What follows belongs to an exercise in optimizing a design on an open flow for small area; a production flow would make more cautious choices.
The RTL was checked by simulation tests, not by an equivalence proof against the original design.

==> design/flow/design.v <==
module fast (
   input bit clk,
   input bit rst_n,
   input logic [391:0] in_data,
   output logic [12:0] out_pixel
);
wire nc0;
wire nc1;
wire nc2;
wire nc3;
wire nc4;
wire nc5;
wire nc6;
wire x7;
wire k8;
wire s9;
wire c10;
wire s11;
wire c12;
wire s13;
wire c14;
wire s15;
wire c16;
wire s17;
wire c18;
wire s19;
wire c20;
wire s21;
wire c22;
wire a23;
wire p24;
wire d25;
wire d26;
wire d27;
wire d28;
wire d29;
wire d30;
wire d31;
wire x32;
wire k33;
wire s34;
wire c35;
wire s36;
wire c37;
wire s38;
wire c39;
wire s40;
wire c41;
wire s42;
wire c43;
wire s44;
wire c45;
wire s46;
wire c47;
wire a48;
wire p49;
wire d50;
wire d51;
wire d52;
wire d53;
wire d54;
wire d55;
wire d56;
wire x57;
wire k58;
wire s59;
wire c60;
wire s61;
wire c62;
wire s63;
wire c64;
wire s65;
wire c66;
wire s67;
wire c68;
wire s69;
wire c70;
wire s71;
wire c72;
wire a73;
wire p74;
wire d75;
wire d76;
wire d77;
wire d78;
wire d79;
wire d80;
wire d81;
wire x82;
wire k83;
wire s84;
wire c85;
wire s86;
wire c87;
wire s88;
wire c89;
wire s90;
wire c91;
wire s92;
wire c93;
wire s94;
wire c95;
wire s96;
wire c97;
wire a98;
wire p99;
wire d100;
wire d101;
wire d102;
wire d103;
wire d104;
wire d105;
wire d106;
wire x107;
wire k108;
wire s109;
wire c110;
wire s111;
wire c112;
wire s113;
wire c114;
wire s115;
wire c116;
wire s117;
wire c118;
wire s119;
wire c120;
wire s121;
wire c122;
wire a123;
wire p124;
wire d125;
wire d126;
wire d127;
wire d128;
wire d129;
wire d130;
wire d131;
wire x132;
wire k133;
wire s134;
wire c135;
wire s136;
wire c137;
wire s138;
wire c139;
wire s140;
wire c141;
wire s142;
wire c143;
wire s144;
wire c145;
wire s146;
wire c147;
wire a148;
wire p149;
wire d150;
wire d151;
wire d152;
wire d153;
wire d154;
wire d155;
wire d156;
wire x157;
wire k158;
wire s159;
wire c160;
wire s161;
wire c162;
wire s163;
wire c164;
wire s165;
wire c166;
wire s167;
wire c168;
wire s169;
wire c170;
wire s171;
wire c172;
wire a173;
wire p174;
wire d175;
wire d176;
wire d177;
wire d178;
wire d179;
wire d180;
wire d181;
wire x182;
wire k183;
wire s184;
wire c185;
wire s186;
wire c187;
wire s188;
wire c189;
wire s190;
wire c191;
wire s192;
wire c193;
wire s194;
wire c195;
wire s196;
wire c197;
wire a198;
wire p199;
wire d200;
wire d201;
wire d202;
wire d203;
wire d204;
wire d205;
wire d206;
wire x207;
wire k208;
wire s209;
wire c210;
wire s211;
wire c212;
wire s213;
wire c214;
wire s215;
wire c216;
wire s217;
wire c218;
wire s219;
wire c220;
wire s221;
wire c222;
wire a223;
wire p224;
wire d225;
wire d226;
wire d227;
wire d228;
wire d229;
wire d230;
wire d231;
wire x232;
wire k233;
wire s234;
wire c235;
wire s236;
wire c237;
wire s238;
wire c239;
wire s240;
wire c241;
wire s242;
wire c243;
wire s244;
wire c245;
wire s246;
wire c247;
wire a248;
wire p249;
wire d250;
wire d251;
wire d252;
wire d253;
wire d254;
wire d255;
wire d256;
wire x257;
wire k258;
wire s259;
wire c260;
wire s261;
wire c262;
wire s263;
wire c264;
wire s265;
wire c266;
wire s267;
wire c268;
wire s269;
wire c270;
wire s271;
wire c272;
wire a273;
wire p274;
wire d275;
wire d276;
wire d277;
wire d278;
wire d279;
wire d280;
wire d281;
wire x282;
wire k283;
wire s284;
wire c285;
wire s286;
wire c287;
wire s288;
wire c289;
wire s290;
wire c291;
wire s292;
wire c293;
wire s294;
wire c295;
wire s296;
wire c297;
wire a298;
wire p299;
wire d300;
wire d301;
wire d302;
wire d303;
wire d304;
wire d305;
wire d306;
wire x307;
wire k308;
wire s309;
wire c310;
wire s311;
wire c312;
wire s313;
wire c314;
wire s315;
wire c316;
wire s317;
wire c318;
wire s319;
wire c320;
wire s321;
wire c322;
wire a323;
wire p324;
wire d325;
wire d326;
wire d327;
wire d328;
wire d329;
wire d330;
wire d331;
wire x332;
wire k333;
wire s334;
wire c335;
wire s336;
wire c337;
wire s338;
wire c339;
wire s340;
wire c341;
wire s342;
wire c343;
wire s344;
wire c345;
wire s346;
wire c347;
wire a348;
wire p349;
wire d350;
wire d351;
wire d352;
wire d353;
wire d354;
wire d355;
wire d356;
wire x357;
wire k358;
wire s359;
wire c360;
wire s361;
wire c362;
wire s363;
wire c364;
wire s365;
wire c366;
wire s367;
wire c368;
wire s369;
wire c370;
wire s371;
wire c372;
wire a373;
wire p374;
wire d375;
wire d376;
wire d377;
wire d378;
wire d379;
wire d380;
wire d381;
wire x382;
wire k383;
wire s384;
wire c385;
wire s386;
wire c387;
wire s388;
wire c389;
wire s390;
wire c391;
wire s392;
wire c393;
wire s394;
wire c395;
wire s396;
wire c397;
wire a398;
wire p399;
wire d400;
wire d401;
wire d402;
wire d403;
wire d404;
wire d405;
wire d406;
wire s407;
wire c408;
wire s409;
wire c410;
wire s411;
wire c412;
wire s413;
wire c414;
wire s415;
wire c416;
wire s417;
wire c418;
wire s419;
wire c420;
wire s421;
wire c422;
wire s423;
wire c424;
wire s425;
wire c426;
wire s427;
wire c428;
wire s429;
wire c430;
wire s431;
wire c432;
wire s433;
wire c434;
wire s435;
wire c436;
wire s437;
wire c438;
wire s439;
wire c440;
wire s441;
wire c442;
wire s443;
wire c444;
wire s445;
wire c446;
wire s447;
wire c448;
wire s449;
wire c450;
wire s451;
wire c452;
wire s453;
wire c454;
wire s455;
wire c456;
wire s457;
wire c458;
wire s459;
wire c460;
wire s461;
wire c462;
wire s463;
wire c464;
wire s465;
wire c466;
wire s467;
wire c468;
wire s469;
wire c470;
wire s471;
wire c472;
wire s473;
wire c474;
wire s475;
wire c476;
wire s477;
wire c478;
wire s479;
wire c480;
wire s481;
wire c482;
wire s483;
wire c484;
wire s485;
wire c486;
wire s487;
wire c488;
wire s489;
wire c490;
wire s491;
wire c492;
wire s493;
wire c494;
wire s495;
wire c496;
wire s497;
wire c498;
wire s499;
wire c500;
wire s501;
wire c502;
wire s503;
wire c504;
wire s505;
wire c506;
wire s507;
wire c508;
wire s509;
wire c510;
wire s511;
wire c512;
wire s513;
wire c514;
wire s515;
wire c516;
wire s517;
wire c518;
wire s519;
wire c520;
wire s521;
wire c522;
wire s523;
wire c524;
wire s525;
wire c526;
wire s527;
wire c528;
wire s529;
wire c530;
wire s531;
wire c532;
wire s533;
wire c534;
wire s535;
wire c536;
wire s537;
wire c538;
wire s539;
wire c540;
wire s541;
wire c542;
wire s543;
wire c544;
wire s545;
wire c546;
wire s547;
wire c548;
wire s549;
wire c550;
wire s551;
wire c552;
wire s553;
wire c554;
wire s555;
wire c556;
wire s557;
wire c558;
wire s559;
wire c560;
wire s561;
wire c562;
wire s563;
wire c564;
wire s565;
wire c566;
wire s567;
wire c568;
wire s569;
wire c570;
wire s571;
wire c572;
wire s573;
wire c574;
wire s575;
wire c576;
wire s577;
wire c578;
wire s579;
wire c580;
wire s581;
wire c582;
wire s583;
wire c584;
wire s585;
wire c586;
wire s587;
wire c588;
wire s589;
wire c590;
wire s591;
wire c592;
wire s593;
wire c594;
wire s595;
wire c596;
wire s597;
wire c598;
wire s599;
wire c600;
wire s601;
wire c602;
wire s603;
wire c604;
wire s605;
wire c606;
wire s607;
wire c608;
wire s609;
wire c610;
wire s611;
wire c612;
wire s613;
wire c614;
wire s615;
wire c616;
wire s617;
wire c618;
wire s619;
wire c620;
wire s621;
wire c622;
wire s623;
wire c624;
wire s625;
wire c626;
wire s627;
wire c628;
wire s629;
wire c630;
wire s631;
wire c632;
wire s633;
wire c634;
wire s635;
wire c636;
wire s637;
wire c638;
wire s639;
wire c640;
wire s641;
wire c642;
wire s643;
wire c644;
wire s645;
wire c646;
wire s647;
wire c648;
wire s649;
wire c650;
wire s651;
wire c652;
wire s653;
wire c654;
wire s655;
wire c656;
wire s657;
wire c658;
wire s659;
wire c660;
wire s661;
wire c662;
wire s663;
wire c664;
wire s665;
wire c666;
wire s667;
wire c668;
wire s669;
wire c670;
wire s671;
wire c672;
wire s673;
wire c674;
wire s675;
wire c676;
wire s677;
wire c678;
wire s679;
wire c680;
wire s681;
wire c682;
wire s683;
wire c684;
wire s685;
wire c686;
wire s687;
wire c688;
wire s689;
wire s690;
wire c691;
wire s692;
wire c693;
wire s694;
wire c695;
wire s696;
wire s697;
wire s698;
wire s699;
wire s700;
assign nc0 = ~in_data[193];
assign nc1 = ~in_data[194];
assign nc2 = ~in_data[195];
assign nc3 = ~in_data[196];
assign nc4 = ~in_data[197];
assign nc5 = ~in_data[198];
assign nc6 = ~in_data[199];
assign x7 = in_data[192] ^ in_data[24];
nand_cell u_k8 (.a(x7), .b(in_data[192]), .y(k8));
fa_cell u_s9 (.a(nc0), .b(in_data[25]), .c(k8), .s(s9), .co(c10));
fa_cell u_s11 (.a(nc1), .b(in_data[26]), .c(c10), .s(s11), .co(c12));
fa_cell u_s13 (.a(nc2), .b(in_data[27]), .c(c12), .s(s13), .co(c14));
fa_cell u_s15 (.a(nc3), .b(in_data[28]), .c(c14), .s(s15), .co(c16));
fa_cell u_s17 (.a(nc4), .b(in_data[29]), .c(c16), .s(s17), .co(c18));
fa_cell u_s19 (.a(nc5), .b(in_data[30]), .c(c18), .s(s19), .co(c20));
fa_cell u_s21 (.a(nc6), .b(in_data[31]), .c(c20), .s(s21), .co(c22));
assign a23 = ~c22;
assign p24 = ~(c22 | x7);
assign d25 = s9 ^ a23;
assign d26 = s11 ^ a23;
assign d27 = s13 ^ a23;
assign d28 = s15 ^ a23;
assign d29 = s17 ^ a23;
assign d30 = s19 ^ a23;
assign d31 = s21 ^ a23;
assign x32 = in_data[192] ^ in_data[32];
nand_cell u_k33 (.a(x32), .b(in_data[192]), .y(k33));
fa_cell u_s34 (.a(nc0), .b(in_data[33]), .c(k33), .s(s34), .co(c35));
fa_cell u_s36 (.a(nc1), .b(in_data[34]), .c(c35), .s(s36), .co(c37));
fa_cell u_s38 (.a(nc2), .b(in_data[35]), .c(c37), .s(s38), .co(c39));
fa_cell u_s40 (.a(nc3), .b(in_data[36]), .c(c39), .s(s40), .co(c41));
fa_cell u_s42 (.a(nc4), .b(in_data[37]), .c(c41), .s(s42), .co(c43));
fa_cell u_s44 (.a(nc5), .b(in_data[38]), .c(c43), .s(s44), .co(c45));
fa_cell u_s46 (.a(nc6), .b(in_data[39]), .c(c45), .s(s46), .co(c47));
assign a48 = ~c47;
assign p49 = ~(c47 | x32);
assign d50 = s34 ^ a48;
assign d51 = s36 ^ a48;
assign d52 = s38 ^ a48;
assign d53 = s40 ^ a48;
assign d54 = s42 ^ a48;
assign d55 = s44 ^ a48;
assign d56 = s46 ^ a48;
assign x57 = in_data[192] ^ in_data[96];
nand_cell u_k58 (.a(x57), .b(in_data[192]), .y(k58));
fa_cell u_s59 (.a(nc0), .b(in_data[97]), .c(k58), .s(s59), .co(c60));
fa_cell u_s61 (.a(nc1), .b(in_data[98]), .c(c60), .s(s61), .co(c62));
fa_cell u_s63 (.a(nc2), .b(in_data[99]), .c(c62), .s(s63), .co(c64));
fa_cell u_s65 (.a(nc3), .b(in_data[100]), .c(c64), .s(s65), .co(c66));
fa_cell u_s67 (.a(nc4), .b(in_data[101]), .c(c66), .s(s67), .co(c68));
fa_cell u_s69 (.a(nc5), .b(in_data[102]), .c(c68), .s(s69), .co(c70));
fa_cell u_s71 (.a(nc6), .b(in_data[103]), .c(c70), .s(s71), .co(c72));
assign a73 = ~c72;
assign p74 = ~(c72 | x57);
assign d75 = s59 ^ a73;
assign d76 = s61 ^ a73;
assign d77 = s63 ^ a73;
assign d78 = s65 ^ a73;
assign d79 = s67 ^ a73;
assign d80 = s69 ^ a73;
assign d81 = s71 ^ a73;
assign x82 = in_data[192] ^ in_data[160];
nand_cell u_k83 (.a(x82), .b(in_data[192]), .y(k83));
fa_cell u_s84 (.a(nc0), .b(in_data[161]), .c(k83), .s(s84), .co(c85));
fa_cell u_s86 (.a(nc1), .b(in_data[162]), .c(c85), .s(s86), .co(c87));
fa_cell u_s88 (.a(nc2), .b(in_data[163]), .c(c87), .s(s88), .co(c89));
fa_cell u_s90 (.a(nc3), .b(in_data[164]), .c(c89), .s(s90), .co(c91));
fa_cell u_s92 (.a(nc4), .b(in_data[165]), .c(c91), .s(s92), .co(c93));
fa_cell u_s94 (.a(nc5), .b(in_data[166]), .c(c93), .s(s94), .co(c95));
fa_cell u_s96 (.a(nc6), .b(in_data[167]), .c(c95), .s(s96), .co(c97));
assign a98 = ~c97;
assign p99 = ~(c97 | x82);
assign d100 = s84 ^ a98;
assign d101 = s86 ^ a98;
assign d102 = s88 ^ a98;
assign d103 = s90 ^ a98;
assign d104 = s92 ^ a98;
assign d105 = s94 ^ a98;
assign d106 = s96 ^ a98;
assign x107 = in_data[192] ^ in_data[216];
nand_cell u_k108 (.a(x107), .b(in_data[192]), .y(k108));
fa_cell u_s109 (.a(nc0), .b(in_data[217]), .c(k108), .s(s109), .co(c110));
fa_cell u_s111 (.a(nc1), .b(in_data[218]), .c(c110), .s(s111), .co(c112));
fa_cell u_s113 (.a(nc2), .b(in_data[219]), .c(c112), .s(s113), .co(c114));
fa_cell u_s115 (.a(nc3), .b(in_data[220]), .c(c114), .s(s115), .co(c116));
fa_cell u_s117 (.a(nc4), .b(in_data[221]), .c(c116), .s(s117), .co(c118));
fa_cell u_s119 (.a(nc5), .b(in_data[222]), .c(c118), .s(s119), .co(c120));
fa_cell u_s121 (.a(nc6), .b(in_data[223]), .c(c120), .s(s121), .co(c122));
assign a123 = ~c122;
assign p124 = ~(c122 | x107);
assign d125 = s109 ^ a123;
assign d126 = s111 ^ a123;
assign d127 = s113 ^ a123;
assign d128 = s115 ^ a123;
assign d129 = s117 ^ a123;
assign d130 = s119 ^ a123;
assign d131 = s121 ^ a123;
assign x132 = in_data[192] ^ in_data[272];
nand_cell u_k133 (.a(x132), .b(in_data[192]), .y(k133));
fa_cell u_s134 (.a(nc0), .b(in_data[273]), .c(k133), .s(s134), .co(c135));
fa_cell u_s136 (.a(nc1), .b(in_data[274]), .c(c135), .s(s136), .co(c137));
fa_cell u_s138 (.a(nc2), .b(in_data[275]), .c(c137), .s(s138), .co(c139));
fa_cell u_s140 (.a(nc3), .b(in_data[276]), .c(c139), .s(s140), .co(c141));
fa_cell u_s142 (.a(nc4), .b(in_data[277]), .c(c141), .s(s142), .co(c143));
fa_cell u_s144 (.a(nc5), .b(in_data[278]), .c(c143), .s(s144), .co(c145));
fa_cell u_s146 (.a(nc6), .b(in_data[279]), .c(c145), .s(s146), .co(c147));
assign a148 = ~c147;
assign p149 = ~(c147 | x132);
assign d150 = s134 ^ a148;
assign d151 = s136 ^ a148;
assign d152 = s138 ^ a148;
assign d153 = s140 ^ a148;
assign d154 = s142 ^ a148;
assign d155 = s144 ^ a148;
assign d156 = s146 ^ a148;
assign x157 = in_data[192] ^ in_data[320];
nand_cell u_k158 (.a(x157), .b(in_data[192]), .y(k158));
fa_cell u_s159 (.a(nc0), .b(in_data[321]), .c(k158), .s(s159), .co(c160));
fa_cell u_s161 (.a(nc1), .b(in_data[322]), .c(c160), .s(s161), .co(c162));
fa_cell u_s163 (.a(nc2), .b(in_data[323]), .c(c162), .s(s163), .co(c164));
fa_cell u_s165 (.a(nc3), .b(in_data[324]), .c(c164), .s(s165), .co(c166));
fa_cell u_s167 (.a(nc4), .b(in_data[325]), .c(c166), .s(s167), .co(c168));
fa_cell u_s169 (.a(nc5), .b(in_data[326]), .c(c168), .s(s169), .co(c170));
fa_cell u_s171 (.a(nc6), .b(in_data[327]), .c(c170), .s(s171), .co(c172));
assign a173 = ~c172;
assign p174 = ~(c172 | x157);
assign d175 = s159 ^ a173;
assign d176 = s161 ^ a173;
assign d177 = s163 ^ a173;
assign d178 = s165 ^ a173;
assign d179 = s167 ^ a173;
assign d180 = s169 ^ a173;
assign d181 = s171 ^ a173;
assign x182 = in_data[192] ^ in_data[368];
nand_cell u_k183 (.a(x182), .b(in_data[192]), .y(k183));
fa_cell u_s184 (.a(nc0), .b(in_data[369]), .c(k183), .s(s184), .co(c185));
fa_cell u_s186 (.a(nc1), .b(in_data[370]), .c(c185), .s(s186), .co(c187));
fa_cell u_s188 (.a(nc2), .b(in_data[371]), .c(c187), .s(s188), .co(c189));
fa_cell u_s190 (.a(nc3), .b(in_data[372]), .c(c189), .s(s190), .co(c191));
fa_cell u_s192 (.a(nc4), .b(in_data[373]), .c(c191), .s(s192), .co(c193));
fa_cell u_s194 (.a(nc5), .b(in_data[374]), .c(c193), .s(s194), .co(c195));
fa_cell u_s196 (.a(nc6), .b(in_data[375]), .c(c195), .s(s196), .co(c197));
assign a198 = ~c197;
assign p199 = ~(c197 | x182);
assign d200 = s184 ^ a198;
assign d201 = s186 ^ a198;
assign d202 = s188 ^ a198;
assign d203 = s190 ^ a198;
assign d204 = s192 ^ a198;
assign d205 = s194 ^ a198;
assign d206 = s196 ^ a198;
assign x207 = in_data[192] ^ in_data[360];
nand_cell u_k208 (.a(x207), .b(in_data[192]), .y(k208));
fa_cell u_s209 (.a(nc0), .b(in_data[361]), .c(k208), .s(s209), .co(c210));
fa_cell u_s211 (.a(nc1), .b(in_data[362]), .c(c210), .s(s211), .co(c212));
fa_cell u_s213 (.a(nc2), .b(in_data[363]), .c(c212), .s(s213), .co(c214));
fa_cell u_s215 (.a(nc3), .b(in_data[364]), .c(c214), .s(s215), .co(c216));
fa_cell u_s217 (.a(nc4), .b(in_data[365]), .c(c216), .s(s217), .co(c218));
fa_cell u_s219 (.a(nc5), .b(in_data[366]), .c(c218), .s(s219), .co(c220));
fa_cell u_s221 (.a(nc6), .b(in_data[367]), .c(c220), .s(s221), .co(c222));
assign a223 = ~c222;
assign p224 = ~(c222 | x207);
assign d225 = s209 ^ a223;
assign d226 = s211 ^ a223;
assign d227 = s213 ^ a223;
assign d228 = s215 ^ a223;
assign d229 = s217 ^ a223;
assign d230 = s219 ^ a223;
assign d231 = s221 ^ a223;
assign x232 = in_data[192] ^ in_data[352];
nand_cell u_k233 (.a(x232), .b(in_data[192]), .y(k233));
fa_cell u_s234 (.a(nc0), .b(in_data[353]), .c(k233), .s(s234), .co(c235));
fa_cell u_s236 (.a(nc1), .b(in_data[354]), .c(c235), .s(s236), .co(c237));
fa_cell u_s238 (.a(nc2), .b(in_data[355]), .c(c237), .s(s238), .co(c239));
fa_cell u_s240 (.a(nc3), .b(in_data[356]), .c(c239), .s(s240), .co(c241));
fa_cell u_s242 (.a(nc4), .b(in_data[357]), .c(c241), .s(s242), .co(c243));
fa_cell u_s244 (.a(nc5), .b(in_data[358]), .c(c243), .s(s244), .co(c245));
fa_cell u_s246 (.a(nc6), .b(in_data[359]), .c(c245), .s(s246), .co(c247));
assign a248 = ~c247;
assign p249 = ~(c247 | x232);
assign d250 = s234 ^ a248;
assign d251 = s236 ^ a248;
assign d252 = s238 ^ a248;
assign d253 = s240 ^ a248;
assign d254 = s242 ^ a248;
assign d255 = s244 ^ a248;
assign d256 = s246 ^ a248;
assign x257 = in_data[192] ^ in_data[288];
nand_cell u_k258 (.a(x257), .b(in_data[192]), .y(k258));
fa_cell u_s259 (.a(nc0), .b(in_data[289]), .c(k258), .s(s259), .co(c260));
fa_cell u_s261 (.a(nc1), .b(in_data[290]), .c(c260), .s(s261), .co(c262));
fa_cell u_s263 (.a(nc2), .b(in_data[291]), .c(c262), .s(s263), .co(c264));
fa_cell u_s265 (.a(nc3), .b(in_data[292]), .c(c264), .s(s265), .co(c266));
fa_cell u_s267 (.a(nc4), .b(in_data[293]), .c(c266), .s(s267), .co(c268));
fa_cell u_s269 (.a(nc5), .b(in_data[294]), .c(c268), .s(s269), .co(c270));
fa_cell u_s271 (.a(nc6), .b(in_data[295]), .c(c270), .s(s271), .co(c272));
assign a273 = ~c272;
assign p274 = ~(c272 | x257);
assign d275 = s259 ^ a273;
assign d276 = s261 ^ a273;
assign d277 = s263 ^ a273;
assign d278 = s265 ^ a273;
assign d279 = s267 ^ a273;
assign d280 = s269 ^ a273;
assign d281 = s271 ^ a273;
assign x282 = in_data[192] ^ in_data[224];
nand_cell u_k283 (.a(x282), .b(in_data[192]), .y(k283));
fa_cell u_s284 (.a(nc0), .b(in_data[225]), .c(k283), .s(s284), .co(c285));
fa_cell u_s286 (.a(nc1), .b(in_data[226]), .c(c285), .s(s286), .co(c287));
fa_cell u_s288 (.a(nc2), .b(in_data[227]), .c(c287), .s(s288), .co(c289));
fa_cell u_s290 (.a(nc3), .b(in_data[228]), .c(c289), .s(s290), .co(c291));
fa_cell u_s292 (.a(nc4), .b(in_data[229]), .c(c291), .s(s292), .co(c293));
fa_cell u_s294 (.a(nc5), .b(in_data[230]), .c(c293), .s(s294), .co(c295));
fa_cell u_s296 (.a(nc6), .b(in_data[231]), .c(c295), .s(s296), .co(c297));
assign a298 = ~c297;
assign p299 = ~(c297 | x282);
assign d300 = s284 ^ a298;
assign d301 = s286 ^ a298;
assign d302 = s288 ^ a298;
assign d303 = s290 ^ a298;
assign d304 = s292 ^ a298;
assign d305 = s294 ^ a298;
assign d306 = s296 ^ a298;
assign x307 = in_data[192] ^ in_data[168];
nand_cell u_k308 (.a(x307), .b(in_data[192]), .y(k308));
fa_cell u_s309 (.a(nc0), .b(in_data[169]), .c(k308), .s(s309), .co(c310));
fa_cell u_s311 (.a(nc1), .b(in_data[170]), .c(c310), .s(s311), .co(c312));
fa_cell u_s313 (.a(nc2), .b(in_data[171]), .c(c312), .s(s313), .co(c314));
fa_cell u_s315 (.a(nc3), .b(in_data[172]), .c(c314), .s(s315), .co(c316));
fa_cell u_s317 (.a(nc4), .b(in_data[173]), .c(c316), .s(s317), .co(c318));
fa_cell u_s319 (.a(nc5), .b(in_data[174]), .c(c318), .s(s319), .co(c320));
fa_cell u_s321 (.a(nc6), .b(in_data[175]), .c(c320), .s(s321), .co(c322));
assign a323 = ~c322;
assign p324 = ~(c322 | x307);
assign d325 = s309 ^ a323;
assign d326 = s311 ^ a323;
assign d327 = s313 ^ a323;
assign d328 = s315 ^ a323;
assign d329 = s317 ^ a323;
assign d330 = s319 ^ a323;
assign d331 = s321 ^ a323;
assign x332 = in_data[192] ^ in_data[112];
nand_cell u_k333 (.a(x332), .b(in_data[192]), .y(k333));
fa_cell u_s334 (.a(nc0), .b(in_data[113]), .c(k333), .s(s334), .co(c335));
fa_cell u_s336 (.a(nc1), .b(in_data[114]), .c(c335), .s(s336), .co(c337));
fa_cell u_s338 (.a(nc2), .b(in_data[115]), .c(c337), .s(s338), .co(c339));
fa_cell u_s340 (.a(nc3), .b(in_data[116]), .c(c339), .s(s340), .co(c341));
fa_cell u_s342 (.a(nc4), .b(in_data[117]), .c(c341), .s(s342), .co(c343));
fa_cell u_s344 (.a(nc5), .b(in_data[118]), .c(c343), .s(s344), .co(c345));
fa_cell u_s346 (.a(nc6), .b(in_data[119]), .c(c345), .s(s346), .co(c347));
assign a348 = ~c347;
assign p349 = ~(c347 | x332);
assign d350 = s334 ^ a348;
assign d351 = s336 ^ a348;
assign d352 = s338 ^ a348;
assign d353 = s340 ^ a348;
assign d354 = s342 ^ a348;
assign d355 = s344 ^ a348;
assign d356 = s346 ^ a348;
assign x357 = in_data[192] ^ in_data[64];
nand_cell u_k358 (.a(x357), .b(in_data[192]), .y(k358));
fa_cell u_s359 (.a(nc0), .b(in_data[65]), .c(k358), .s(s359), .co(c360));
fa_cell u_s361 (.a(nc1), .b(in_data[66]), .c(c360), .s(s361), .co(c362));
fa_cell u_s363 (.a(nc2), .b(in_data[67]), .c(c362), .s(s363), .co(c364));
fa_cell u_s365 (.a(nc3), .b(in_data[68]), .c(c364), .s(s365), .co(c366));
fa_cell u_s367 (.a(nc4), .b(in_data[69]), .c(c366), .s(s367), .co(c368));
fa_cell u_s369 (.a(nc5), .b(in_data[70]), .c(c368), .s(s369), .co(c370));
fa_cell u_s371 (.a(nc6), .b(in_data[71]), .c(c370), .s(s371), .co(c372));
assign a373 = ~c372;
assign p374 = ~(c372 | x357);
assign d375 = s359 ^ a373;
assign d376 = s361 ^ a373;
assign d377 = s363 ^ a373;
assign d378 = s365 ^ a373;
assign d379 = s367 ^ a373;
assign d380 = s369 ^ a373;
assign d381 = s371 ^ a373;
assign x382 = in_data[192] ^ in_data[16];
nand_cell u_k383 (.a(x382), .b(in_data[192]), .y(k383));
fa_cell u_s384 (.a(nc0), .b(in_data[17]), .c(k383), .s(s384), .co(c385));
fa_cell u_s386 (.a(nc1), .b(in_data[18]), .c(c385), .s(s386), .co(c387));
fa_cell u_s388 (.a(nc2), .b(in_data[19]), .c(c387), .s(s388), .co(c389));
fa_cell u_s390 (.a(nc3), .b(in_data[20]), .c(c389), .s(s390), .co(c391));
fa_cell u_s392 (.a(nc4), .b(in_data[21]), .c(c391), .s(s392), .co(c393));
fa_cell u_s394 (.a(nc5), .b(in_data[22]), .c(c393), .s(s394), .co(c395));
fa_cell u_s396 (.a(nc6), .b(in_data[23]), .c(c395), .s(s396), .co(c397));
assign a398 = ~c397;
assign p399 = ~(c397 | x382);
assign d400 = s384 ^ a398;
assign d401 = s386 ^ a398;
assign d402 = s388 ^ a398;
assign d403 = s390 ^ a398;
assign d404 = s392 ^ a398;
assign d405 = s394 ^ a398;
assign d406 = s396 ^ a398;
fa_cell u_s407 (.a(x107), .b(x132), .c(x157), .s(s407), .co(c408));
fa_cell u_s409 (.a(x182), .b(x207), .c(x232), .s(s409), .co(c410));
fa_cell u_s411 (.a(x257), .b(x282), .c(x307), .s(s411), .co(c412));
fa_cell u_s413 (.a(x32), .b(x332), .c(x357), .s(s413), .co(c414));
fa_cell u_s415 (.a(x382), .b(x57), .c(x7), .s(s415), .co(c416));
fa_cell u_s417 (.a(x82), .b(s407), .c(s409), .s(s417), .co(c418));
fa_cell u_s419 (.a(s411), .b(s413), .c(s415), .s(s419), .co(c420));
fa_cell u_s421 (.a(c408), .b(c410), .c(c412), .s(s421), .co(c422));
fa_cell u_s423 (.a(c414), .b(c416), .c(c418), .s(s423), .co(c424));
fa_cell u_s425 (.a(c420), .b(s421), .c(s423), .s(s425), .co(c426));
fa_cell u_s427 (.a(s425), .b(p124), .c(p149), .s(s427), .co(c428));
fa_cell u_s429 (.a(p174), .b(p199), .c(p224), .s(s429), .co(c430));
fa_cell u_s431 (.a(p24), .b(p249), .c(p274), .s(s431), .co(c432));
fa_cell u_s433 (.a(p299), .b(p324), .c(p349), .s(s433), .co(c434));
fa_cell u_s435 (.a(p374), .b(p399), .c(p49), .s(s435), .co(c436));
fa_cell u_s437 (.a(p74), .b(p99), .c(d100), .s(s437), .co(c438));
fa_cell u_s439 (.a(d125), .b(d150), .c(d175), .s(s439), .co(c440));
fa_cell u_s441 (.a(d200), .b(d225), .c(d25), .s(s441), .co(c442));
fa_cell u_s443 (.a(d250), .b(d275), .c(d300), .s(s443), .co(c444));
fa_cell u_s445 (.a(d325), .b(d350), .c(d375), .s(s445), .co(c446));
fa_cell u_s447 (.a(d400), .b(d50), .c(d75), .s(s447), .co(c448));
fa_cell u_s449 (.a(s427), .b(s429), .c(s431), .s(s449), .co(c450));
fa_cell u_s451 (.a(s433), .b(s435), .c(s437), .s(s451), .co(c452));
fa_cell u_s453 (.a(s439), .b(s441), .c(s443), .s(s453), .co(c454));
fa_cell u_s455 (.a(s445), .b(s447), .c(s449), .s(s455), .co(c456));
ha_cell u_s457 (.a(s451), .b(s453), .s(s457), .co(c458));
fa_cell u_s459 (.a(c422), .b(c424), .c(c426), .s(s459), .co(c460));
fa_cell u_s461 (.a(s459), .b(d101), .c(d126), .s(s461), .co(c462));
fa_cell u_s463 (.a(d151), .b(d176), .c(d201), .s(s463), .co(c464));
fa_cell u_s465 (.a(d226), .b(d251), .c(d26), .s(s465), .co(c466));
fa_cell u_s467 (.a(d276), .b(d301), .c(d326), .s(s467), .co(c468));
fa_cell u_s469 (.a(d351), .b(d376), .c(d401), .s(s469), .co(c470));
fa_cell u_s471 (.a(d51), .b(d76), .c(c428), .s(s471), .co(c472));
fa_cell u_s473 (.a(c430), .b(c432), .c(c434), .s(s473), .co(c474));
fa_cell u_s475 (.a(c436), .b(c438), .c(c440), .s(s475), .co(c476));
fa_cell u_s477 (.a(c442), .b(c444), .c(c446), .s(s477), .co(c478));
fa_cell u_s479 (.a(c448), .b(s461), .c(s463), .s(s479), .co(c480));
fa_cell u_s481 (.a(s465), .b(s467), .c(s469), .s(s481), .co(c482));
fa_cell u_s483 (.a(c450), .b(s471), .c(s473), .s(s483), .co(c484));
fa_cell u_s485 (.a(c452), .b(c454), .c(s475), .s(s485), .co(c486));
fa_cell u_s487 (.a(s477), .b(s479), .c(s481), .s(s487), .co(c488));
fa_cell u_s489 (.a(c456), .b(s483), .c(c458), .s(s489), .co(c490));
ha_cell u_s491 (.a(s485), .b(s487), .s(s491), .co(c492));
fa_cell u_s493 (.a(c460), .b(d102), .c(d127), .s(s493), .co(c494));
fa_cell u_s495 (.a(d152), .b(d177), .c(d202), .s(s495), .co(c496));
fa_cell u_s497 (.a(d227), .b(d252), .c(d27), .s(s497), .co(c498));
fa_cell u_s499 (.a(d277), .b(d302), .c(d327), .s(s499), .co(c500));
fa_cell u_s501 (.a(d352), .b(d377), .c(d402), .s(s501), .co(c502));
fa_cell u_s503 (.a(d52), .b(d77), .c(c462), .s(s503), .co(c504));
fa_cell u_s505 (.a(c464), .b(c466), .c(c468), .s(s505), .co(c506));
fa_cell u_s507 (.a(c470), .b(s493), .c(s495), .s(s507), .co(c508));
fa_cell u_s509 (.a(s497), .b(s499), .c(s501), .s(s509), .co(c510));
fa_cell u_s511 (.a(c472), .b(c474), .c(c476), .s(s511), .co(c512));
fa_cell u_s513 (.a(c478), .b(c480), .c(c482), .s(s513), .co(c514));
fa_cell u_s515 (.a(s503), .b(s505), .c(s507), .s(s515), .co(c516));
fa_cell u_s517 (.a(s509), .b(c484), .c(c486), .s(s517), .co(c518));
fa_cell u_s519 (.a(s511), .b(c488), .c(s513), .s(s519), .co(c520));
fa_cell u_s521 (.a(s515), .b(c490), .c(c492), .s(s521), .co(c522));
ha_cell u_s523 (.a(s517), .b(s519), .s(s523), .co(c524));
fa_cell u_s525 (.a(d103), .b(d128), .c(d153), .s(s525), .co(c526));
fa_cell u_s527 (.a(d178), .b(d203), .c(d228), .s(s527), .co(c528));
fa_cell u_s529 (.a(d253), .b(d278), .c(d28), .s(s529), .co(c530));
fa_cell u_s531 (.a(d303), .b(d328), .c(d353), .s(s531), .co(c532));
fa_cell u_s533 (.a(d378), .b(d403), .c(d53), .s(s533), .co(c534));
fa_cell u_s535 (.a(d78), .b(c494), .c(c496), .s(s535), .co(c536));
fa_cell u_s537 (.a(c498), .b(c500), .c(c502), .s(s537), .co(c538));
fa_cell u_s539 (.a(s525), .b(s527), .c(s529), .s(s539), .co(c540));
fa_cell u_s541 (.a(s531), .b(s533), .c(c504), .s(s541), .co(c542));
fa_cell u_s543 (.a(c506), .b(c508), .c(c510), .s(s543), .co(c544));
fa_cell u_s545 (.a(s535), .b(s537), .c(s539), .s(s545), .co(c546));
fa_cell u_s547 (.a(c512), .b(c514), .c(s541), .s(s547), .co(c548));
fa_cell u_s549 (.a(c516), .b(s543), .c(s545), .s(s549), .co(c550));
fa_cell u_s551 (.a(c518), .b(c520), .c(s547), .s(s551), .co(c552));
fa_cell u_s553 (.a(s549), .b(c522), .c(c524), .s(s553), .co(c554));
fa_cell u_s555 (.a(d104), .b(d129), .c(d154), .s(s555), .co(c556));
fa_cell u_s557 (.a(d179), .b(d204), .c(d229), .s(s557), .co(c558));
fa_cell u_s559 (.a(d254), .b(d279), .c(d29), .s(s559), .co(c560));
fa_cell u_s561 (.a(d304), .b(d329), .c(d354), .s(s561), .co(c562));
fa_cell u_s563 (.a(d379), .b(d404), .c(d54), .s(s563), .co(c564));
fa_cell u_s565 (.a(d79), .b(c526), .c(c528), .s(s565), .co(c566));
fa_cell u_s567 (.a(c530), .b(c532), .c(c534), .s(s567), .co(c568));
fa_cell u_s569 (.a(s555), .b(s557), .c(s559), .s(s569), .co(c570));
fa_cell u_s571 (.a(s561), .b(s563), .c(c536), .s(s571), .co(c572));
fa_cell u_s573 (.a(c538), .b(c540), .c(s565), .s(s573), .co(c574));
fa_cell u_s575 (.a(s567), .b(s569), .c(c542), .s(s575), .co(c576));
fa_cell u_s577 (.a(c544), .b(s571), .c(c546), .s(s577), .co(c578));
fa_cell u_s579 (.a(s573), .b(c548), .c(s575), .s(s579), .co(c580));
fa_cell u_s581 (.a(c550), .b(s577), .c(c552), .s(s581), .co(c582));
ha_cell u_s583 (.a(s579), .b(c554), .s(s583), .co(c584));
fa_cell u_s585 (.a(d105), .b(d130), .c(d155), .s(s585), .co(c586));
fa_cell u_s587 (.a(d180), .b(d205), .c(d230), .s(s587), .co(c588));
fa_cell u_s589 (.a(d255), .b(d280), .c(d30), .s(s589), .co(c590));
fa_cell u_s591 (.a(d305), .b(d330), .c(d355), .s(s591), .co(c592));
fa_cell u_s593 (.a(d380), .b(d405), .c(d55), .s(s593), .co(c594));
fa_cell u_s595 (.a(d80), .b(c556), .c(c558), .s(s595), .co(c596));
fa_cell u_s597 (.a(c560), .b(c562), .c(c564), .s(s597), .co(c598));
fa_cell u_s599 (.a(s585), .b(s587), .c(s589), .s(s599), .co(c600));
fa_cell u_s601 (.a(s591), .b(s593), .c(c566), .s(s601), .co(c602));
fa_cell u_s603 (.a(c568), .b(c570), .c(s595), .s(s603), .co(c604));
fa_cell u_s605 (.a(s597), .b(s599), .c(c572), .s(s605), .co(c606));
fa_cell u_s607 (.a(c574), .b(s601), .c(s603), .s(s607), .co(c608));
fa_cell u_s609 (.a(c576), .b(s605), .c(c578), .s(s609), .co(c610));
fa_cell u_s611 (.a(s607), .b(c580), .c(s609), .s(s611), .co(c612));
ha_cell u_s613 (.a(c582), .b(c584), .s(s613), .co(c614));
fa_cell u_s615 (.a(d106), .b(d131), .c(d156), .s(s615), .co(c616));
fa_cell u_s617 (.a(d181), .b(d206), .c(d231), .s(s617), .co(c618));
fa_cell u_s619 (.a(d256), .b(d281), .c(d306), .s(s619), .co(c620));
fa_cell u_s621 (.a(d31), .b(d331), .c(d356), .s(s621), .co(c622));
fa_cell u_s623 (.a(d381), .b(d406), .c(d56), .s(s623), .co(c624));
fa_cell u_s625 (.a(d81), .b(c586), .c(c588), .s(s625), .co(c626));
fa_cell u_s627 (.a(c590), .b(c592), .c(c594), .s(s627), .co(c628));
fa_cell u_s629 (.a(s615), .b(s617), .c(s619), .s(s629), .co(c630));
fa_cell u_s631 (.a(s621), .b(s623), .c(c596), .s(s631), .co(c632));
fa_cell u_s633 (.a(c598), .b(c600), .c(s625), .s(s633), .co(c634));
fa_cell u_s635 (.a(s627), .b(s629), .c(c602), .s(s635), .co(c636));
fa_cell u_s637 (.a(c604), .b(s631), .c(s633), .s(s637), .co(c638));
fa_cell u_s639 (.a(c606), .b(s635), .c(c608), .s(s639), .co(c640));
fa_cell u_s641 (.a(s637), .b(c610), .c(s639), .s(s641), .co(c642));
ha_cell u_s643 (.a(c612), .b(s641), .s(s643), .co(c644));
fa_cell u_s645 (.a(c616), .b(c618), .c(c620), .s(s645), .co(c646));
fa_cell u_s647 (.a(c622), .b(c624), .c(c626), .s(s647), .co(c648));
fa_cell u_s649 (.a(c628), .b(c630), .c(s645), .s(s649), .co(c650));
fa_cell u_s651 (.a(c632), .b(c634), .c(s647), .s(s651), .co(c652));
fa_cell u_s653 (.a(s649), .b(c636), .c(c638), .s(s653), .co(c654));
fa_cell u_s655 (.a(s651), .b(c640), .c(s653), .s(s655), .co(c656));
ha_cell u_s657 (.a(c642), .b(s655), .s(s657), .co(c658));
fa_cell u_s659 (.a(c646), .b(c648), .c(c650), .s(s659), .co(c660));
fa_cell u_s661 (.a(c652), .b(s659), .c(c654), .s(s661), .co(c662));
ha_cell u_s663 (.a(c656), .b(s661), .s(s663), .co(c664));
ha_cell u_s665 (.a(c660), .b(c662), .s(s665), .co(c666));
ha_cell u_s667 (.a(s417), .b(s419), .s(s667), .co(c668));
fa_cell u_s669 (.a(c668), .b(s455), .c(s457), .s(s669), .co(c670));
fa_cell u_s671 (.a(s489), .b(c670), .c(s491), .s(s671), .co(c672));
fa_cell u_s673 (.a(s521), .b(c672), .c(s523), .s(s673), .co(c674));
fa_cell u_s675 (.a(s551), .b(s553), .c(c674), .s(s675), .co(c676));
fa_cell u_s677 (.a(s581), .b(s583), .c(c676), .s(s677), .co(c678));
fa_cell u_s679 (.a(s611), .b(s613), .c(c678), .s(s679), .co(c680));
fa_cell u_s681 (.a(c614), .b(s643), .c(c680), .s(s681), .co(c682));
ha_cell u_s683 (.a(c644), .b(s657), .s(s683), .co(c684));
fa_cell u_s685 (.a(c658), .b(s663), .c(c684), .s(s685), .co(c686));
fa_cell u_s687 (.a(c664), .b(s665), .c(c686), .s(s687), .co(c688));
assign s689 = c666 ^ c688;
assign s690 = ~(c644 ^ s657);
assign c691 = c644 | s657;
fa_cell u_s692 (.a(c658), .b(s663), .c(c691), .s(s692), .co(c693));
fa_cell u_s694 (.a(c664), .b(s665), .c(c693), .s(s694), .co(c695));
assign s696 = c666 ^ c695;
assign s697 = c682 ? s690 : s683;
assign s698 = c682 ? s692 : s685;
assign s699 = c682 ? s694 : s687;
assign s700 = c682 ? s696 : s689;
wire [15:0] B = {c397, c372, c347, c322, c297, c272, c247, c222, c197, c172, c147, c122, c97, c72, c47, c22};
wire [11:0] S = {s700, s699, s698, s697, s681, s679, s677, s675, s673, s671, s669, s667};
wire is_corner;
corner_cell u_corner (.b(B), .y(is_corner));
always_ff @(posedge clk) begin
   if (~rst_n) out_pixel <= '0;
   else        out_pixel <= is_corner ? {1'b0, S} : '0;
end
endmodule
module fa_cell (input a, input b, input c, output s, output co);
assign {co, s} = {1'b0, a} + {1'b0, b} + {1'b0, c};
endmodule
module ha_cell (input a, input b, output s, output co);
assign {co, s} = {1'b0, a} + {1'b0, b};
endmodule
module corner_cell (input [15:0] b, output y);
wire cw00;
wire cw01;
wire cw02;
wire cw03;
wire cw04;
wire cw05;
wire cw06;
wire cw07;
wire cw08;
wire cw09;
wire cw10;
wire cw11;
wire cw12;
wire cw13;
wire cw14;
wire cw15;
wire cw16;
wire cw17;
wire cw18;
wire cw19;
wire cw20;
wire cw21;
wire cw22;
wire cw23;
wire cw24;
wire cw25;
wire cw26;
wire cw27;
wire cw28;
wire cw29;
wire cw30;
wire cw31;
wire cw32;
wire cw33;
wire cw34;
wire cw35;
wire cw36;
wire cw37;
wire cw38;
wire cw39;
wire cw40;
wire cw41;
wire cw42;
wire cw43;
wire cw44;
wire cw45;
wire cw46;
wire cw47;
wire cw48;
wire cw49;
wire cw50;
wire cw51;
wire cw52;
wire cw53;
wire cw54;
wire cw55;
wire cw56;
wire cw57;
wire cw58;
wire cw59;
wire cw60;
wire cw61;
wire cw62;
wire cw63;
wire cw64;
wire cw65;
wire cw66;
wire cw67;
wire cw68;
wire cw69;
wire cw70;
wire cw71;
wire cw72;
wire cw73;
wire cw74;
wire cw75;
wire cw76;
wire cw77;
wire cw78;
wire cw79;
wire cw80;
wire cw81;
wire cw82;
wire cw83;
wire cw84;
wire cw85;
wire cw86;
wire cw87;
wire cw88;
wire cw89;
wire cw90;
wire cw91;
wire cw92;
wire cw93;
wire cw94;
g_and3 u47 (.a(b[13]), .b(b[14]), .c(b[15]), .x(cw00));
g_clkinv u48 (.a(b[0]), .y(cw01));
g_nand2 u49 (.a(b[1]), .b(b[2]), .y(cw02));
g_nor2 u50 (.a(cw01), .b(cw02), .y(cw03));
g_and2 u51 (.a(cw03), .b(cw00), .x(cw04));
g_clkinv u52 (.a(b[6]), .y(cw05));
g_clkinv u53 (.a(b[7]), .y(cw06));
g_clkinv u54 (.a(b[8]), .y(cw07));
g_nor2 u55 (.a(cw06), .b(cw07), .y(cw08));
g_nand2 u56 (.a(cw08), .b(b[9]), .y(cw09));
g_nand2 u57 (.a(b[0]), .b(b[9]), .y(cw10));
g_o221ai u58 (.a1(b[7]), .a2(b[14]), .b1(b[15]), .b2(cw08), .c1(cw03), .y(cw11));
g_nand3 u59 (.a(cw11), .b(cw09), .c(cw10), .y(cw12));
g_nand2 u60 (.a(cw12), .b(cw00), .y(cw13));
g_o21ai u61 (.a1(cw05), .a2(cw09), .b1(cw13), .y(cw14));
g_a32oi u62 (.a1(cw14), .a2(b[10]), .a3(b[11]), .b1(b[3]), .b2(cw04), .y(cw15));
g_a21oi u63 (.a1(b[11]), .a2(b[13]), .b1(b[4]), .y(cw16));
g_a21oi u64 (.a1(b[13]), .a2(b[14]), .b1(b[5]), .y(cw17));
g_o21ai u65 (.a1(b[1]), .a2(b[8]), .b1(b[12]), .y(cw18));
g_a21oi u66 (.a1(cw11), .a2(cw09), .b1(cw05), .y(cw19));
g_clkinv u67 (.a(b[4]), .y(cw20));
g_clkinv u68 (.a(b[5]), .y(cw21));
g_nand2 u69 (.a(b[3]), .b(b[10]), .y(cw22));
g_nand3 u70 (.a(b[1]), .b(b[2]), .c(b[3]), .y(cw23));
g_nor2 u71 (.a(b[2]), .b(b[11]), .y(cw24));
g_a2111oi u72 (.a1(cw23), .a2(cw22), .b1(cw20), .c1(cw21), .d1(cw24), .y(cw25));
g_o21ai u73 (.a1(cw04), .a2(cw19), .b1(cw25), .y(cw26));
g_nor3 u74 (.a(b[0]), .b(b[1]), .c(b[15]), .y(cw27));
g_nand3 u75 (.a(cw27), .b(cw22), .c(cw24), .y(cw28));
g_nor3 u76 (.a(b[2]), .b(b[3]), .c(b[4]), .y(cw29));
g_nand2 u77 (.a(cw27), .b(cw29), .y(cw30));
g_nor3 u78 (.a(b[9]), .b(b[10]), .c(b[11]), .y(cw31));
g_o21ai u79 (.a1(cw01), .a2(cw06), .b1(cw31), .y(cw32));
g_nand3 u80 (.a(cw28), .b(cw30), .c(cw32), .y(cw33));
g_o21ai u81 (.a1(b[6]), .a2(b[7]), .b1(b[15]), .y(cw34));
g_nor3 u82 (.a(b[12]), .b(b[13]), .c(b[14]), .y(cw35));
g_o2111ai u83 (.a1(cw07), .a2(cw27), .b1(cw34), .c1(cw35), .d1(cw33), .y(cw36));
g_a21oi u84 (.a1(b[6]), .a2(b[13]), .b1(cw30), .y(cw37));
g_nand2 u85 (.a(b[4]), .b(b[13]), .y(cw38));
g_nand2 u86 (.a(cw31), .b(cw38), .y(cw39));
g_o21ai u87 (.a1(b[9]), .a2(b[10]), .b1(b[1]), .y(cw40));
g_nand3 u88 (.a(cw29), .b(cw10), .c(cw40), .y(cw41));
g_a2111oi u89 (.a1(cw41), .a2(cw39), .b1(b[6]), .c1(b[7]), .d1(b[8]), .y(cw42));
g_o21ai u90 (.a1(b[6]), .a2(b[7]), .b1(b[14]), .y(cw43));
g_o21ai u91 (.a1(b[3]), .a2(b[4]), .b1(b[12]), .y(cw44));
g_o2111ai u92 (.a1(cw37), .a2(cw42), .b1(cw21), .c1(cw43), .d1(cw44), .y(cw45));
g_and3 u93 (.a(cw45), .b(cw26), .c(cw36), .x(cw46));
g_o41ai u94 (.a1(cw16), .a2(cw17), .a3(cw18), .a4(cw15), .b1(cw46), .y(y));
endmodule
module g_a2111oi (input a1, input a2, input b1, input c1, input d1, output y);
assign y = (~a1&~b1&~c1&~d1) | (~a2&~b1&~c1&~d1);
endmodule
module g_a21oi (input a1, input a2, input b1, output y);
assign y = (~a1&~b1) | (~a2&~b1);
endmodule
module g_a32oi (input a1, input a2, input a3, input b1, input b2, output y);
assign y = (~a1&~b1) | (~a1&~b2) | (~a2&~b1) | (~a3&~b1) | (~a2&~b2) | (~a3&~b2);
endmodule
module g_and2 (input a, input b, output x);
assign x = (a&b);
endmodule
module g_and3 (input a, input b, input c, output x);
assign x = (a&b&c);
endmodule
module g_clkinv (input a, output y);
assign y = (~a);
endmodule
module g_nand2 (input a, input b, output y);
assign y = (~a) | (~b);
endmodule
module g_nand3 (input a, input b, input c, output y);
assign y = (~a) | (~b) | (~c);
endmodule
module g_nor2 (input a, input b, output y);
assign y = (~a&~b);
endmodule
module g_nor3 (input a, input b, input c, output y);
assign y = (~a&~b&~c);
endmodule
module g_o2111ai (input a1, input a2, input b1, input c1, input d1, output y);
assign y = (~a1&~a2) | (~b1) | (~c1) | (~d1);
endmodule
module g_o21ai (input a1, input a2, input b1, output y);
assign y = (~a1&~a2) | (~b1);
endmodule
module g_o221ai (input a1, input a2, input b1, input b2, input c1, output y);
assign y = (~b1&~b2) | (~a1&~a2) | (~c1);
endmodule
module g_o41ai (input a1, input a2, input a3, input a4, input b1, output y);
assign y = (~a1&~a2&~a3&~a4) | (~b1);
endmodule
module inv_cell (input a, output y);
assign y = ~a;
endmodule
module nand_cell (input a, input b, output y);
assign y = ~(a & b);
endmodule
module or_cell (input a, input b, output y);
assign y = a | b;
endmodule
==> design/flow/flow/run.sh <==
#!/bin/bash
set -euo pipefail
cat >> config.mk <<'EOT'
export BUFFER_PORTS_ARGS = -buffer_cell sky130_fd_sc_hd__buf_1
export REMOVE_ABC_BUFFERS = 1
EOT
RES=orfs/results/$FLOW_PLATFORM/fast/base
bash standard.sh synth > flow_synth.log 2>&1
cp $RES/1_2_yosys.v flow_synth_netlist.v
python3 flow/downsize.py $FLOW_HOME/platforms/$FLOW_PLATFORM/lib/sky130_fd_sc_hd__tt_025C_1v80.lib $RES/1_2_yosys.v > flow_downsize.log 2>&1
touch $RES/1_2_yosys.v
bash standard.sh > flow_make.log 2>&1
==> design/flow/flow/downsize.py <==
#!/usr/bin/env python3
"""Set every combinational cell of the synthesized netlist to the smallest
variant of its cell family (same function and pins, e.g. a21oi_2 -> a21oi_1).
The layout flow's own repair then upsizes only where timing, slew or load need
it. Flip-flops and don't-use cells are left alone. Usage: downsize.py LIB NETLIST"""
import re, sys

lib_path, net_path = sys.argv[1], sys.argv[2]
lib = open(lib_path).read()

area, pins, dontuse = {}, {}, set()
for m in re.finditer(r'cell \("(sky130_fd_sc_hd__\w+)"\)\s*\{', lib):
    name = m.group(1)
    end = lib.find('\n    cell (', m.end())
    blk = lib[m.end(): end if end > 0 else len(lib)]
    a = re.search(r'\barea\s*:\s*([\d.]+)', blk)
    if a:
        area[name] = float(a.group(1))
    pins[name] = tuple(sorted(re.findall(r'pin \("(\w+)"\)', blk)))
    if re.search(r'dont_use\s*:\s*true', blk):
        dontuse.add(name)

fam = {}
for name in area:
    m = re.match(r'(sky130_fd_sc_hd__\w+?)_(\d+)$', name)
    if m:
        fam.setdefault((m.group(1), pins[name]), []).append(name)

def smallest(cell):
    m = re.match(r'(sky130_fd_sc_hd__\w+?)_(\d+)$', cell)
    if not m or cell not in area:
        return cell
    base = m.group(1)
    if re.search(r'__(df|dl|sdf|edf|conb|clk|tap|fill|decap|diode)', cell):
        return cell
    cands = [c for c in fam.get((base, pins[cell]), []) if c not in dontuse]
    if not cands:
        return cell
    return min(cands, key=lambda c: (area[c], int(c.rsplit('_', 1)[1])))

net = open(net_path).read()
count = 0
def sub(m):
    global count
    new = smallest(m.group(1))
    if new != m.group(1):
        count += 1
    return new + m.group(2)
net = re.sub(r'\b(sky130_fd_sc_hd__\w+)(\s+\S+\s*\()', sub, net)
open(net_path, 'w').write(net)
print(f"downsize.py: {count} cells set to their smallest variant")
==> design/flow/standard.sh <==
#!/bin/bash
# synth_recipe.tcl (not shown) runs the flow's synth.tcl, then flattens the netlist and writes it again
# the make line also repeats each setting of config.mk as NAME=value (left out here)
make -C /OpenROAD-flow-scripts/flow DESIGN_CONFIG=/design/flow/config.mk WORK_HOME=/design/flow/orfs CLKGATE_MAP_FILE= SYNTH_SCRIPT=/design/flow/synth_recipe.tcl "${@:-finish}"
==> design/flow/config.mk <==
export PLATFORM = sky130hd
export DESIGN_NAME = fast
export DESIGN_NICKNAME = fast
export VERILOG_FILES = /design/flow/design.v
export SDC_FILE = /design/flow/constraint.sdc
export NUM_CORES = 4
export LEC_CHECK = 0
export CAP_MARGIN = 40
export CORE_MARGIN = 2
export CORE_UTILIZATION = 40
export CTS_BUF_LIST = sky130_fd_sc_hd__clkbuf_4
export GPL_TIMING_DRIVEN = 0
export SLEW_MARGIN = 40
export SYNTH_HIERARCHICAL = 1
export BUFFER_PORTS_ARGS = -buffer_cell sky130_fd_sc_hd__buf_1
export REMOVE_ABC_BUFFERS = 1
==> design/flow/constraint.sdc <==
create_clock -name core_clock -period 12.0 [get_ports {clk}]
set_input_delay 2.4000 -clock core_clock [delete_from_list [all_inputs] [get_ports {clk}]]
set_output_delay 2.4000 -clock core_clock [all_outputs]
set_load 0.01 [all_outputs]
==> summary.md, run 1 <==
| Metric | Value |
|---|---|
| Min cycle time layout | 11430 ps |
| Worst Path Arrival | 11690 ps |
| Final net count | 1314 |
| Vias in the first global route | 5402 |
| Unrepaired setup endpoints after global routing | false |
| GPL Wtd Cong | 0.881 |
| H-tree levels | 1 |
| Max-Cap Viols | 0 |
| Clock Tree Buf Depth | 2 |
| Post-route worst setup slack | 565 ps |
| Number of CTS-inserted buffers | 3 |
| Post-synthesis cell area | 7020 µm² |
| Final WL | 18700 µm |
| Crit path from | in_data[192] |
| Grt ovf | 0 |
| Crit path kind | input port to register |
| Final setup TNS | 0 ps |
| Final setup fails | 0 |
| Core area | 17200 µm² |
| CTS tree | done |
| Die ar. | 18600 µm² |
| HP Class | input port to register |
| Status | complete, no violations |
| Area Overhead vs Synth | 12.0% |
| Avg WL per Cell | 21.0 µm |
| Finished Layout Cells | 889 |
| Top Registers | out_pixel: 12 flops |
| CP max FO | 25 |
| IO Pins | 407 |
| 1st-iter DRT viols | 219 |
| Global-route wire length before repair | 29900 µm |
| Post-DP HPWL | 17500 µm |
| Top reg by flops | out_pixel |
| Initial antenna violation count | 1 |
| Initial core utilization | 40.7% |
| Placed cells | 884 |
| Vias per cell | 4.96 |
| Hold_buf cts | 0 |
| Drt first pass iters | 8 |
| Die span in y | 136 µm |
| Synth warn | 7 |
| Post-CTS setup buffers | 0 |
| Count of final max-slew check failures | 0 |
| Final Hold Viols | 0 |
| WP data required | 12250 ps |
| Post-placement cell area | 7830 µm² |
| Total GRT Usage | 22.1% |
| Tcrit/Tclk final | 95.3% |
| Syn Area/Cell | 13.3 µm² |
| Hold Crit Start | rst_n |
| Post-CTS Resized | 0 |
| Critical path launch point type | input port |
| Die X | 136 µm |
| Fraction of layout cells with a size suffix above 1 | 2.41% |
| Max reg flops | 12 |
| Fin area | 7860 µm² |
| Syn Inst Count | 528 |
| Fmax | 87.5 MHz |
| Crit. End Element | register |
| Clock root buffer | clkbuf_4 |
| Clock sink count | 12 |
| Number of port buffers | 149 |
| Place WS | 176 ps |
| Vias | 4408 |
| Final ANT Viol Nets | 0 |
| Crit path to | out_pixel[11] |
| Relative slew margins | 48.1% |
| Largest net degree at the start of global routing | 26 |
| Clk slew on worst S/H paths | 110 ps |
| DR DRC count | 0 |
| Slew @ Worst Pin | 776 ps |
| Site Rows | 48 |
[layout by cell type (no fill, tap or decap), drive strengths merged]
master and n:
fa 244, buf 152, xnor2 112, nand2 25, nor2 21, xor2 16, inv 16, ha 12
dfxtp 12, and3 10, o21ai 8, nand3 6, a21oi 5, mux2i 4, nor3 4, clkbuf 3
nand2b 2, a2111oi 2, o2111ai 2, diode 1, nand3b 1, conb 1, and2 1, o221ai 1
a32oi 1, o41ai 1, clkinv 1
[through the flow]
step	util, %	hold slack [ps]
after floorplan	-	2550
after global placement	45.1	2790
after detailed placement	45.4	2790
after CTS	45.6	2610
after global routing	45.6	2650
final	45.6	2630
[worst min-delay path by stage]
stage	endpoint	slack [ps]	cells past startpoint
after floorplan	out_pixel[0]	2550	1
after global placement	out_pixel[0]	2790	1
after detailed placement	out_pixel[0]	2790	1
after CTS	out_pixel[11]	2610	3
after global routing	out_pixel[11]	2650	3
final	out_pixel[11]	2630	3
[area by class of cell]
cell class / instances / area, µm²
clock inverters: 1 / 3.75
diodes: 1 / 2.50
clock buffers: 3 / 22.5
flip-flops and latches: 12 / 240
repair buffers: 152 / 598
inverters: 16 / 60.1
well taps: 225 / 282
fillers: 1606 / 9380
multi-input cells: 479 / 6650
[worst max-delay path, cell delays in order]
cell     delay [ps]
buf_2           210
buf_16          210
xor2_1          360
nand2_1         130
fa_1            410
fa_1            400
fa_1            410
fa_1            420
fa_1            410
fa_1            400
fa_1            680
nor2_1          260
fa_1            480
fa_1            540
fa_1            430
fa_1            460
fa_1            430
fa_1            490
fa_1            430
fa_1            390
fa_1            390
fa_1            520
mux2i_1         230
mux2i_1         200
[routing by layer]
layer / track usage, % / share of wire (%) / vias up
met5: 0 / 0 / -
met4: 5.84 / 2.7 / 0
met3: 2.05 / 4.3 / 33
met2: 39.5 / 52 / 178
met1: 28.8 / 41 / 2307
li1: - / - / 1890
==> run 2: changes to the inputs <==
--- a/design/flow/design.v
+++ b/design/flow/design.v
@@ -699,12 +699,9 @@
 wire s692;
 wire c693;
 wire s694;
-wire c695;
+wire s695;
 wire s696;
 wire s697;
-wire s698;
-wire s699;
-wire s700;
 assign nc0 = ~in_data[193];
 assign nc1 = ~in_data[194];
 assign nc2 = ~in_data[195];
@@ -1138,21 +1135,19 @@
 fa_cell u_s677 (.a(s581), .b(s583), .c(c676), .s(s677), .co(c678));
 fa_cell u_s679 (.a(s611), .b(s613), .c(c678), .s(s679), .co(c680));
 fa_cell u_s681 (.a(c614), .b(s643), .c(c680), .s(s681), .co(c682));
-ha_cell u_s683 (.a(c644), .b(s657), .s(s683), .co(c684));
-fa_cell u_s685 (.a(c658), .b(s663), .c(c684), .s(s685), .co(c686));
+fa_cell u_s683 (.a(c644), .b(s657), .c(c682), .s(s683), .co(c684));
+ha_cell u_s685 (.a(c658), .b(s663), .s(s685), .co(c686));
 fa_cell u_s687 (.a(c664), .b(s665), .c(c686), .s(s687), .co(c688));
 assign s689 = c666 ^ c688;
-assign s690 = ~(c644 ^ s657);
-assign c691 = c644 | s657;
-fa_cell u_s692 (.a(c658), .b(s663), .c(c691), .s(s692), .co(c693));
-fa_cell u_s694 (.a(c664), .b(s665), .c(c693), .s(s694), .co(c695));
-assign s696 = c666 ^ c695;
-assign s697 = c682 ? s690 : s683;
-assign s698 = c682 ? s692 : s685;
-assign s699 = c682 ? s694 : s687;
-assign s700 = c682 ? s696 : s689;
+assign s690 = ~(c658 ^ s663);
+assign c691 = c658 | s663;
+fa_cell u_s692 (.a(c664), .b(s665), .c(c691), .s(s692), .co(c693));
+assign s694 = c666 ^ c693;
+assign s695 = c684 ? s690 : s685;
+assign s696 = c684 ? s692 : s687;
+assign s697 = c684 ? s694 : s689;
 wire [15:0] B = {c397, c372, c347, c322, c297, c272, c247, c222, c197, c172, c147, c122, c97, c72, c47, c22};
-wire [11:0] S = {s700, s699, s698, s697, s681, s679, s677, s675, s673, s671, s669, s667};
+wire [11:0] S = {s697, s696, s695, s683, s681, s679, s677, s675, s673, s671, s669, s667};
 wire is_corner;
 corner_cell u_corner (.b(B), .y(is_corner));
 always_ff @(posedge clk) begin
==> run 2 against run 1 <==
Critical endpoint unchanged. First-iteration DRC count rose by 43%. Final cell count down 0.22%. Die area down 0.38%. Routed wire length hardly changed. Area after synthesis decreased by 0.39%. Global-route usage barely moved. Synthesized cell count decreased by 0.38%.
==> summary.md, run 2 <==
| Metric | Value |
|---|---|
| Status | complete, no violations |
| Placed cells | 882 (-0.23%) |
| Clock root buffer | clkbuf_4 |
| Number of port buffers | 149 (unchanged) |
| Final WL | 18700 µm (about the same) |
| Core area | 17200 µm² (-0.35%) |
| Site Rows | 48 (unchanged) |
| Synth warn | 7 (unchanged) |
| Slowest cell on crit path | fa_1 |
| Tcrit/Tclk final | 97.5% (+2.2 points) |
| Initial antenna violation count | 1 (unchanged) |
| CP most frequent cell | fa_1 |
| Slew @ Worst Pin | 839 ps (+63.1 ps) |
| Post-route worst setup slack | 299 ps (-267 ps) |
| Finished Layout Cells | 887 (-0.22%) |
| Post-placement cell area | 7800 µm² (-0.35%) |
| Top Family by Delay on Critical Path | adder cells |
| Most frequent cells in the layout | fa_1 (238), buf_1 (148), xnor2_1 (112) |
| Leading cell type in the layout, fill and taps excluded | fa_1 |
| Syn Inst Count | 526 (-0.38%) |
| Post-DP HPWL | 17300 µm (-1.2%) |
| HP Class | input port to register |
| 1st-iter DRT viols | 314 (+43%) |
| Min cycle time layout | 11700 ps (+267 ps) |
| Grt ovf | 0 (unchanged) |
| Clock sink count | 12 (unchanged) |
| Die ar. | 18500 µm² (-0.38%) |
| Vias per cell | 4.94 (-0.37%) |
| Number of CTS-inserted buffers | 3 (unchanged) |
| Top Registers | out_pixel: 12 flops |
| Post-CTS setup buffers | 0 (unchanged) |
| Die span in y | 136 µm (-0.19%) |
| Initial core utilization | 40.7% (about the same) |
| Post-synthesis cell area | 6990 µm² (-0.39%) |
| DR DRC count | 0 (unchanged) |
| Critical path buffer and inverter count | 2 (unchanged) |
| Avg WL per Cell | 21.0 µm (+0.15%) |
| Clock Tree Buf Depth | 2 (unchanged) |
| Final Hold Viols | 0 (unchanged) |
| CTS tree | done |
| Hold_buf cts | 0 (unchanged) |
| Clk slew on worst S/H paths | 120 ps (about the same) |
| Crit. End Element | register |
| CP max FO | 26 (+4.0%) |
| IO Pins | 407 (unchanged) |
| Fin area | 7850 µm² (-0.13%) |
| Final net count | 1311 (-0.23%) |
| Syn Area/Cell | 13.3 µm² (about the same) |
| Count of final max-slew check failures | 0 (unchanged) |
| Die X | 136 µm (-0.19%) |
| Total GRT Usage | 22.1% (about the same) |
| Largest net degree at the start of global routing | 27 (+3.8%) |
| Post-CTS Resized | 0 (unchanged) |
| Max reg flops | 12 (unchanged) |
| Worst Path Arrival | 11960 ps (+270 ps) |
| Critical path launch point type | input port |
| Fmax | 85.5 MHz (-2.3%) |
| Crit path kind | input port to register |
| Worst hold slack | 2660 ps (+27.6 ps) |
| Vias in the first global route | 5382 (-0.37%) |
| Place WS | -162 ps (-337 ps) |
| Slowest stage delay, CP | 690 ps (about the same) |
| Final Util | 45.7% (+0.10 points) |
| Vias | 4382 (-0.59%) |
| H-tree levels | 1 (unchanged) |
| Final ANT Viol Nets | 0 (unchanged) |
| Drt first pass iters | 5 (-3) |
| Top reg by flops | out_pixel |
| Max-Cap Viols | 0 (unchanged) |
| Final setup fails | 0 (unchanged) |
| WP data required | 12260 ps (about the same) |
| Relative slew margins | 43.9% (-4.2 points) |
| Global-route wire length before repair | 29800 µm (-0.32%) |
| GPL Wtd Cong | 0.881 (about the same) |
| Final setup TNS | 0 ps (unchanged) |
| Area Overhead vs Synth | 12.3% |
| Fraction of layout cells with a size suffix above 1 | 3.18% (+0.76 points) |
## run 2: cell types whose count changed in the layout (fill, tap and decap cells not counted)
cell / delta
fa_1: -5
fa_2: +4
and3_1: +1
mux2i_1: -1
nor2_1: -1
xor2_1: -1
xor2_2: +1
## run 2: path summary, 6_finish.rpt
path,end,start,cells past startpoint
worst max-delay path,out_pixel[11],in_data[192],25
worst min-delay path,out_pixel[10],rst_n,3
## run 2: routing by layer
layer	up-vias	global-route usage, %	part of all wire [%]
met5	-	0	0
met4	0	5.50	2.1
met3	22	2.05	4.6
met2	178	39.2	53
met1	2299	29.3	40
li1	1883	-	-
## run 2: final cells by class
cell class,count,area [µm²]
flip-flops and latches,12,240
fillers,1631,9330
well taps,225,282
diodes,1,2.50
repair buffers,152,598
multi-input cells,477,6640
clock buffers,3,22.5
clock inverters,1,3.75
inverters,16,60.1

==> port drivers added, routing unchanged <==
The results above use ideal ports. As a check the final layouts listed here were re-extracted and re-timed, cells and wires unchanged. Step 1 sets driving cells, clkbuf_16 on the clock port and buf_2 on the other inputs (assumed; they add their load-dependent delay and slew). Step 2 times the ports against the registers' clock, not the clock port: input delays grow and output delays shrink by t, the midpoint of the rising clock arrivals with the driver on. a / b / c = no drivers / after step 1 / after step 2; a / b = the first two.
run | shift t [ns] | slack for setup (ns) | hold WS [ns] | worst setup path after step 2 | worst data-port slew with drivers (ns)
run 1 | 0.339 | 0.565 / 0.577 / 0.238 | 2.632 / 2.624 / 2.819 | input to register | 0.05
run 2 | 0.343 | 0.299 / 0.312 / -0.031 | 2.660 / 2.644 / 2.808 | input to register | 0.05
With both steps, setup timing fails in run 2, where it was met with ideal ports. The setup slack of run 2, which loses most, moves by +0.013 ns with the drivers and by -0.330 ns with both steps.
